What follows belongs to an exercise in optimizing a design on an open flow for small area, a short achievable clock period and few clock cycles; a production flow would make more cautious choices. In this exercise RTL edits were held to simulation tests only and were not proved equivalent to the original. Power and IR drop assume default switching activity.

## run 1
## mul
module mul
(
	input clk,
	input rst,
	input  [31:0] a,
	input  [31:0] b,
	input start,
	output [31:0] res_mul,
	output logic vld
);
Size in the first run: ~1200 cells after synthesis, about 65 flip-flops, roughly 100 I/O pins, ~12000 um2 of cells after synthesis.
clock: 12.0 ns
lec_check: 0
cap_margin: 20
core_margin: 2
core_utilization: 55
cts_buf_list: sky130_fd_sc_hd__clkbuf_4 sky130_fd_sc_hd__clkbuf_8
cts_cluster_size: 40
slew_margin: 20
standard.sh (not shown) runs the stock make flow with config.mk's settings and CLKGATE_MAP_FILE= SYNTH_SCRIPT=/design/flow/synth_recipe.tcl, a recipe that flattens the netlist after the stock synthesis.
==> flow/flow/run.sh <==
#!/bin/bash
# The standard ORFS layout with three changes to how it is made:
#  - synthesis skips the generic ABC pass inside Yosys's synth command
#    (SYNTH_ARGS=-noabc), so extract_fa sees the adders as written and maps
#    them to full-adder cells without inverters between them; registers and
#    their names are the standard synthesis's;
#  - the port buffers are sky130_fd_sc_hd__buf_4 instead of a delay buffer;
#  - repair_timing aims for a larger setup margin.
set -euo pipefail
cd "$(dirname "$0")/.."
export SYNTH_ARGS="-noabc"
export BUFFER_PORTS_ARGS="-buffer_cell sky130_fd_sc_hd__buf_4"
export SETUP_SLACK_MARGIN=6.2
bash standard.sh MATCH_CELL_FOOTPRINT=0 finish > standard.log 2>&1
Testbench counts of run 1, summed over its fixed seeds: cycles 3,200.
diff inputs: run 1 => run 2
- CORE_UTILIZATION now 45, was 55
--- a/flow/flow/run.sh
+++ b/flow/flow/run.sh
@@ -13,2 +13,2 @@
 export SETUP_SLACK_MARGIN=6.2
-bash standard.sh MATCH_CELL_FOOTPRINT=0 finish > standard.log 2>&1
+bash standard.sh finish > standard.log 2>&1
==> summary.txt <==
Start point of the critical path = b[1]: run 2; start point of the critical path = b[13]: run 1. Detailed route, run 2 vs run 1: via total lower for run 2. Per the comparison of run 2 with run 1, clock slew seen by the registers of the worst setup and hold paths level; design area rose by 1.3%; global-route usage lost 6.0 points; clock network power share rose 0.7 points; floorplan row count shows an increase of 9.1%. Run 2: maximum clock rate higher than run 1. Any difference in transition time at the pin with the least slew margin between run 1 and run 2 is small enough to ignore. Between run 1 and run 2, the flow reports power increasing by a few percent. DRC marker count from the first detailed-route iteration (run 2 vs. run 1) decreases by more than 10%.
Here is what was changed in the inputs of run 3 compared with run 2.
- a change of CORE_UTILIZATION from 45 to 55
--- outcome ---
- Run 3: all stages complete, timing, DRC and antenna checks passed
- In the metrics for run 3 and run 2, the one carrying the higher final design area excluding fillers is run 2.
- Compared to run 2, run 3 reaches a lower achievable clock.
- Hold slack on run 3 is ahead of run 2.
- Critical path depth came out lower on run 3 than on run 2.
- On area of the core region: run 3 sits below run 2.
- Run 2 has lower largest vdd supply drop than run 3.
- On global-route met3 utilization: between run 3 and run 2, it ends up higher for run 3.
- Run 3 ends up with a final period utilization that is 0.40 points higher than in run 2.
- Global-route usage for run 3 is higher than for run 2.
- Compared with run 2, run 3 shows share of cells above drive strength 1 lower by 0.77 points.
- Against run 2, switching component of the power in run 3 fell by a few percent.
--- input diff run 3..run 4 ---
- GPL_ROUTABILITY_DRIVEN newly set to 0
From run 3 to run 4 the numbers moved as follows: final cycle utilization of the critical path essentially unchanged; least setup slack across all paths after layout now sits at about the same level; number of H-tree levels about even; fraction of power spent switching nets comparable. In terms of filler-free cell count of the finished design, run 4 and run 3 differ only marginally. Reported for run 4 and run 3, fmax turned out identical to the last digit. Run 4 -> run 3: fraction of synthesized cell area in xor and xnor cells delta 0, exact match. Comparing run 4 against run 3, there is no change at all in minimum period implied by the final worst setup slack.


Another version of the RTL of mul (not shown whole).
Size in the first run: about 69 flip-flops, ~0.013 mm^2 of cells after synthesis.
// mul
module mul
(
	input clk,
	input rst,
	input  [31:0] a,
	input  [31:0] b,
	input start,
	output [31:0] res_mul,
	output logic vld
);
Settings: LEC_CHECK=0, CAP_MARGIN=20, CORE_MARGIN=2, CORE_UTILIZATION=55, SLEW_MARGIN=20; clock period 12.0 ns.
==> flow/flow/run.sh <==
#!/bin/bash
# The standard ORFS layout with three changes to how it is made:
#  - synthesis skips the generic ABC pass inside Yosys's synth command
#    (SYNTH_ARGS=-noabc), so extract_fa sees the adders as written and maps
#    them to full-adder cells without inverters between them; registers and
#    their names are the standard synthesis's;
#  - the port buffers are sky130_fd_sc_hd__buf_4 instead of a delay buffer;
#  - repair_timing aims for a larger setup margin.
set -euo pipefail
cd "$(dirname "$0")/.."
export SYNTH_ARGS="-noabc"
export BUFFER_PORTS_ARGS="-buffer_cell sky130_fd_sc_hd__buf_4"
export SETUP_SLACK_MARGIN=5.8
bash standard.sh finish > standard.log 2>&1
Testbench counts at the start, summed over its fixed seeds: cycles 3,200.
==> next run, changes <==
--- a/flow/flow/run.sh
+++ b/flow/flow/run.sh
@@ -13 +13 @@
-export SETUP_SLACK_MARGIN=5.8
+export SETUP_SLACK_MARGIN=6.0
What happened: Wire length goes down by 1.1%; total power came out lower by 0.45%; cell area climbs by 0.63%.
==> next run, changes <==
--- a/flow/flow/run.sh
+++ b/flow/flow/run.sh
@@ -13 +13 @@
-export SETUP_SLACK_MARGIN=6.0
+export SETUP_SLACK_MARGIN=6.2
What happened: Design area rises by 2.9%; non-clock buffer count rises by 14; maximum frequency rises by about 2.5%; routed wire length rises by 4.6%; synthesized cell count stays the same; setup slack is better by 140 ps; core utilization rises by 1.8 points; final cell count rises by 0.85%; sequential cell count is unchanged; total power rises by about 2%.
==> next run, changes <==
--- a/flow/flow/run.sh
+++ b/flow/flow/run.sh
@@ -13 +13 @@
-export SETUP_SLACK_MARGIN=6.2
+export SETUP_SLACK_MARGIN=6.0
CORE_UTILIZATION = 70   (was 55)
Outcome: Utilization goes up by 16 points; die area goes down by about 20%; worst hold slack is worse by 7.3 ps; worst setup slack is worse by 200 ps; wire length came out lower by 4.1%; via count is higher by about 4.3%; first-iteration DRC count is higher by 22%; synthesized cell count is unchanged.


Another version of the RTL of mul (not shown whole).
For scale: about 100 I/O pins, about 13,000 sq um of cells after synthesis.
==> flow/config.mk <==
export PLATFORM = sky130hd
export DESIGN_NAME = mul
export DESIGN_NICKNAME = mul
export VERILOG_FILES = /design/flow/design.v
export SDC_FILE = /design/flow/constraint.sdc
export NUM_CORES = 4
export LEC_CHECK = 0
export CAP_MARGIN = 20
export CORE_MARGIN = 2
export CORE_UTILIZATION = 55
export SLEW_MARGIN = 20
==> flow/constraint.sdc <==
create_clock -name core_clock -period 12.0 [get_ports {clk}]
set_input_delay 2.4000 -clock core_clock [delete_from_list [all_inputs] [get_ports {clk}]]
set_output_delay 2.4000 -clock core_clock [all_outputs]
set_load 0.01 [all_outputs]
==> flow/flow/run.sh <==
#!/bin/bash
# The standard ORFS layout with three changes to how it is made:
#  - synthesis skips the generic ABC pass inside Yosys's synth command
#    (SYNTH_ARGS=-noabc), so extract_fa sees the adders as written and maps
#    them to full-adder cells without inverters between them; registers and
#    their names are the standard synthesis's;
#  - the port buffers are sky130_fd_sc_hd__buf_4 instead of a delay buffer;
#  - repair_timing aims for a larger setup margin.
set -euo pipefail
cd "$(dirname "$0")/.."
export SYNTH_ARGS="-noabc"
export BUFFER_PORTS_ARGS="-buffer_cell sky130_fd_sc_hd__buf_4"
export SETUP_SLACK_MARGIN=6.0
bash standard.sh finish > standard.log 2>&1
Testbench counts at the start, summed over its fixed seeds: cycles 3,200.
Next try:
--- a/flow/flow/run.sh
+++ b/flow/flow/run.sh
@@ -12,3 +12,3 @@
 export BUFFER_PORTS_ARGS="-buffer_cell sky130_fd_sc_hd__buf_4"
-export SETUP_SLACK_MARGIN=6.0
+export SETUP_SLACK_MARGIN=6.5
 bash standard.sh finish > standard.log 2>&1
The changed run went through all stages and came out clean.
Total power is higher by 8.8%.
Via count is higher by about 12%.
Final area is higher by about 16%.
Core utilization is higher by 9.9 points.
Worst hold slack hardly moves.
Synthesized cell count does not change.
Die area is unchanged.
Count of clock-buffer cells in the layout is higher by 1.


mul with an RTL version that a note above also has.
Size in the first run: roughly 100 I/O pins, about 0.012 mm2 of cells after synthesis.
Settings: LEC_CHECK=0, CAP_MARGIN=20, CORE_MARGIN=2, CORE_UTILIZATION=55, CTS_BUF_LIST=sky130_fd_sc_hd__clkbuf_4 sky130_fd_sc_hd__clkbuf_8, CTS_CLUSTER_SIZE=40, SLEW_MARGIN=20; clock period 12.0 ns.
==> flow/flow/run.sh <==
#!/bin/bash
# The standard ORFS layout with three changes to how it is made:
#  - synthesis skips the generic ABC pass inside Yosys's synth command
#    (SYNTH_ARGS=-noabc), so extract_fa sees the adders as written and maps
#    them to full-adder cells without inverters between them; registers and
#    their names are the standard synthesis's;
#  - the port buffers are sky130_fd_sc_hd__buf_4 instead of a delay buffer;
#  - repair_timing aims for a larger setup margin.
set -euo pipefail
cd "$(dirname "$0")/.."
export SYNTH_ARGS="-noabc"
export BUFFER_PORTS_ARGS="-buffer_cell sky130_fd_sc_hd__buf_4"
export SETUP_SLACK_MARGIN=6.4
bash standard.sh finish > standard.log 2>&1
The starting point finished with timing, DRC and antenna clean.
Testbench counts at the start, summed over its fixed seeds: cycles 3,200.
Change:
--- a/flow/flow/run.sh
+++ b/flow/flow/run.sh
@@ -13 +13 @@
-export SETUP_SLACK_MARGIN=6.4
+export SETUP_SLACK_MARGIN=6.1
What happened: Non-clock buffer count decreases by 46. Final cell count is lower by a few percent. Die area is unchanged. Utilization drops by 5.4 points.
Change:
--- a/flow/flow/run.sh
+++ b/flow/flow/run.sh
@@ -13 +13 @@
-export SETUP_SLACK_MARGIN=6.1
+export SETUP_SLACK_MARGIN=6.2
--- a/flow/config.mk
+++ b/flow/config.mk
@@ -11,2 +10,0 @@
-export CTS_BUF_LIST = sky130_fd_sc_hd__clkbuf_4 sky130_fd_sc_hd__clkbuf_8
-export CTS_CLUSTER_SIZE = 40
Synthesized area stays the same.
Sequential power hardly moves.
Final cell count came out higher by 0.52%.
Final area went up by 2.0%.
Critical path depth increases by 1.
First-iteration DRC count goes down by 4.0%.
Count of clock-buffer cells in the layout goes down by 3.
Clock power climbs by 12%.

==> static timing again, ports no longer ideal <==
In the flow no input, the clock included, has a driving cell. The finished layouts below were timed again as built, in two steps.
Step 1 assumes that a clkbuf_16 drives the clock port and a buf_2 every other input.
Step 2, shift: input delay + t, output delay - t, t = (earliest + latest rising clock arrival at the registers) / 2. This alone moves slack from input paths to output paths.
a / b / c = no drivers / after step 1 / after step 2; a / b = the first two.
run	shift t [ns]	slack for setup (ns)	hold slack, ns	worst data-port slew with drivers (ns)
run 1	0.428	6.272 / 6.268 / 5.840	2.162 / 2.142 / 2.570	0.08
run 2	0.422	6.310 / 6.280 / 5.858	2.158 / 2.141 / 2.563	0.08
run 3	0.420	6.262 / 6.273 / 5.853	2.169 / 2.155 / 2.575	0.08
run 4	0.420	6.262 / 6.273 / 5.853	2.169 / 2.155 / 2.575	0.08
the first run of note 2	0.403	5.944 / 5.959 / 5.570	2.192 / 2.166 / 2.569	0.06
the second run of note 2	0.399	6.106 / 6.079 / 5.733	2.192 / 2.170 / 2.569	0.05
the third run of note 2	0.407	6.247 / 6.196 / 5.913	2.193 / 2.167 / 2.574	0.07
the fourth run of note 2	0.405	6.051 / 5.989 / 5.583	2.186 / 2.160 / 2.565	0.17
the first run of note 3	0.402	6.005 / 6.035 / 5.633	2.191 / 2.163 / 2.565	0.15
the second run of note 3	0.400	6.417 / 6.336 / 5.935	2.191 / 2.171 / 2.571	0.20
the first run of note 4	0.438	6.359 / 6.314 / 5.929	2.143 / 2.125 / 2.562	0.15
the second run of note 4	0.418	6.181 / 6.184 / 5.775	2.163 / 2.147 / 2.565	0.06
the third run of note 4	0.396	6.245 / 6.273 / 5.877	2.202 / 2.184 / 2.580	0.16
After both steps every run listed still meets setup and hold. For the second run of note 3, which loses most, drivers alone change the setup slack by -0.081 ns; drivers and shift together by -0.482 ns.
